This is an optimization exercise on Yosys and OpenROAD, whose aim is small area, a short achievable clock period and few clock cycles, not a production implementation. Function was checked by simulation only, so behaviour that the tests miss may differ from the original. Power and IR drop assume default switching activity.

== wip/cedar ==
Design MISP, start of the top module:
module MISP(
    input           clk,
    input           reset,
    output [31:0]   imem_addr,
    input  [31:0]   imem_data,
    output [31:0]   dmem_addr,
    output [31:0]   dmem_wdata,
    output          dmem_we,
    output          dmem_re,
    input  [31:0]   dmem_rdata
);
Settings: LEC_CHECK=0, CAP_MARGIN=20, CORE_MARGIN=2, CORE_UTILIZATION=48, PLACE_DENSITY=0.55, SETUP_SLACK_MARGIN=4.0, SLEW_MARGIN=20, SYNTH_HIERARCHICAL=1; clock period 7.0 ns.
run.sh (not shown) runs the stock make flow with config.mk's settings and CLKGATE_MAP_FILE= SYNTH_SCRIPT=/design/flow/synth_recipe.tcl, a recipe that flattens the netlist after the stock synthesis.
wip/cedar | status: complete | timing, DRC, antenna: pass
Testbench counts of wip/cedar, summed over its fixed seeds: cycles 410,726.
Edits applied to the flow inputs when going from wip/cedar to wip/amber:
# wip/cedar
export LEC_CHECK = 0
export CAP_MARGIN = 20
export CORE_MARGIN = 2
export CORE_UTILIZATION = 48
export PLACE_DENSITY = 0.55
export SETUP_SLACK_MARGIN = 4.0
export SLEW_MARGIN = 20
export SYNTH_HIERARCHICAL = 1
create_clock -name core_clock -period 7.0 [get_ports {clk}]
# wip/amber
export LEC_CHECK = 0
export CAP_MARGIN = 20
export CORE_MARGIN = 2
export CORE_UTILIZATION = 40
export PLACE_DENSITY = 0.5
export SETUP_SLACK_MARGIN = 3.5
export SLEW_MARGIN = 20
export SYNTH_HIERARCHICAL = 1
create_clock -name core_clock -period 7.0 [get_ports {clk}]
[summary]
Higher post-route non-filler standard cell count among wip/cedar and wip/amber: wip/amber. Changes observed in wip/amber relative to wip/cedar: total power went down by 0.23 mW; sequential share of layout area went up by 1.8 points; clock-buffer cell count went up by 13; number of filler cells placed in the layout went up by 3218; data required time of the critical path went up by 100 ps.
For wip/xenon, these inputs were changed with respect to wip/amber:
# wip/amber
export LEC_CHECK = 0
export CAP_MARGIN = 20
export CORE_MARGIN = 2
export CORE_UTILIZATION = 40
export PLACE_DENSITY = 0.5
export SETUP_SLACK_MARGIN = 3.5
export SLEW_MARGIN = 20
export SYNTH_HIERARCHICAL = 1
create_clock -name core_clock -period 7.0 [get_ports {clk}]
# wip/xenon
export LEC_CHECK = 0
export CAP_MARGIN = 20
export CORE_MARGIN = 2
export CORE_UTILIZATION = 55
export PLACE_DENSITY = 0.62
export SETUP_SLACK_MARGIN = 4.0
export SLEW_MARGIN = 20
export SYNTH_HIERARCHICAL = 1
create_clock -name core_clock -period 7.0 [get_ports {clk}]
Results
wip/xenon against wip/amber: clock network power down about 8%; total power density per cell area fell by 3.4%. STATUS maximum clock skew at final layout: wip/xenon loses against wip/amber. [wip/xenon] design area rose 2.1% relative to wip/amber. Beginning of the critical path: e_sub -> wip/xenon, e_b[31] -> wip/amber. In terms of worst hold slack, wip/amber and wip/xenon differ only marginally. Re largest net degree at the start of global routing: wip/amber was higher than wip/xenon.

MISP again, from the RTL that the note above started with.
// MISP
module MISP(
    input           clk,
    input           reset,
    output [31:0]   imem_addr,
    input  [31:0]   imem_data,
    output [31:0]   dmem_addr,
    output [31:0]   dmem_wdata,
    output          dmem_we,
    output          dmem_re,
    input  [31:0]   dmem_rdata
);
clock: 7.0 ns
lec_check: 0
cap_margin: 20
core_margin: 2
core_utilization: 40
place_density: 0.5
setup_slack_margin: 3.8
slew_margin: 20
synth_hierarchical: 1
The baseline finished clean.
Testbench counts at the start, summed over its fixed seeds: cycles 410,726.
Edit:
- SETUP_SLACK_MARGIN: 3.8 -> 4.5
The changed run finished with timing, DRC and antenna clean.
Die area stays the same.
Worst hold slack improves by 0.0086 ns.
Clock power goes down by about 5%.
Edit:
- SETUP_SLACK_MARGIN: 4.5 -> 4.0
The new run completed with no timing, DRC or antenna violations.
Via count is lower by 3.2%.
Power is lower by 0.90%.
Synthesized area stays the same.
Non-clock buffer count is lower by 112.
Register-to-register slack hardly moves.

MISP, a different RTL version from the one above (not shown whole).
For scale: about 4300 cells after synthesis, ~1200 flip-flops, ~160 I/O pins.
export LEC_CHECK = 0
export CAP_MARGIN = 20
export CORE_MARGIN = 2
export CORE_UTILIZATION = 40
export PLACE_DENSITY = 0.5
export SETUP_SLACK_MARGIN = 4.0
export SLEW_MARGIN = 20
export SYNTH_HIERARCHICAL = 1
create_clock -name core_clock -period 7.0 [get_ports {clk}]
The starting point produced a clean layout.
Testbench counts at the start, summed over its fixed seeds: cycles 410,342.
Next try:
SETUP_SLACK_MARGIN = 3.6   (was 4.0)
Result:
- The new run completed without violations
- non-clock buffer count fell by 71
- critical path depth shrinks by 1
- global-route usage goes up by 0.32 points
- power shrinks slightly
- register-to-register slack got worse by 0.06 ns
- clock power falls slightly
- final area drops slightly
- fmax came out lower slightly
- sequential share of layout area climbs by 0.66 points

-- what the ideal ports hide --
No port has a modelled driver above. Below, the same layouts with a new extraction and two added sets of constraints. Step 1, drivers: a clkbuf_16 drives clk and a buf_2 each remaining input, both assumed. Step 2 times the ports against the registers' clock, not the clock port: input delays grow and output delays shrink by t, the midpoint of the rising clock arrivals with the driver on. Three values: ideal, step 1, step 2; two values: the first two.
run | t, ns | setup slack, ns | worst setup path at the end | clock arrival spread, ns | worst slew at a driven data input, ns
wip/cedar | 0.836 | 3.614 / 3.614 / 3.435 | input to register | 0.078 / 0.078 | 0.37
wip/amber | 0.847 | 3.436 / 3.436 / 3.328 | input to register | 0.068 / 0.069 | 0.06
wip/xenon | 0.808 | 3.546 / 3.546 / 3.481 | input to register | 0.093 / 0.093 | 0.15
the first run of note 2 | 0.863 | 3.669 / 3.669 / 3.308 | input to register | 0.046 / 0.046 | 0.06
the second run of note 2 | 0.849 | 3.686 / 3.686 / 3.565 | input to register | 0.049 / 0.049 | 0.08
the third run of note 2 | 0.861 | 3.693 / 3.693 / 3.297 | input to register | 0.064 / 0.065 | 0.07
the first run of note 3 | 0.852 | 3.207 / 3.207 / 2.473 | input to register | 0.027 / 0.028 | 0.13
the second run of note 3 | 0.863 | 3.142 / 3.147 / 2.314 | input to register | 0.037 / 0.037 | 0.07
After both steps every run listed still meets setup and hold. For the second run of note 3, which loses most, drivers alone change the setup slack by +0.005 ns; drivers and shift together by -0.828 ns.
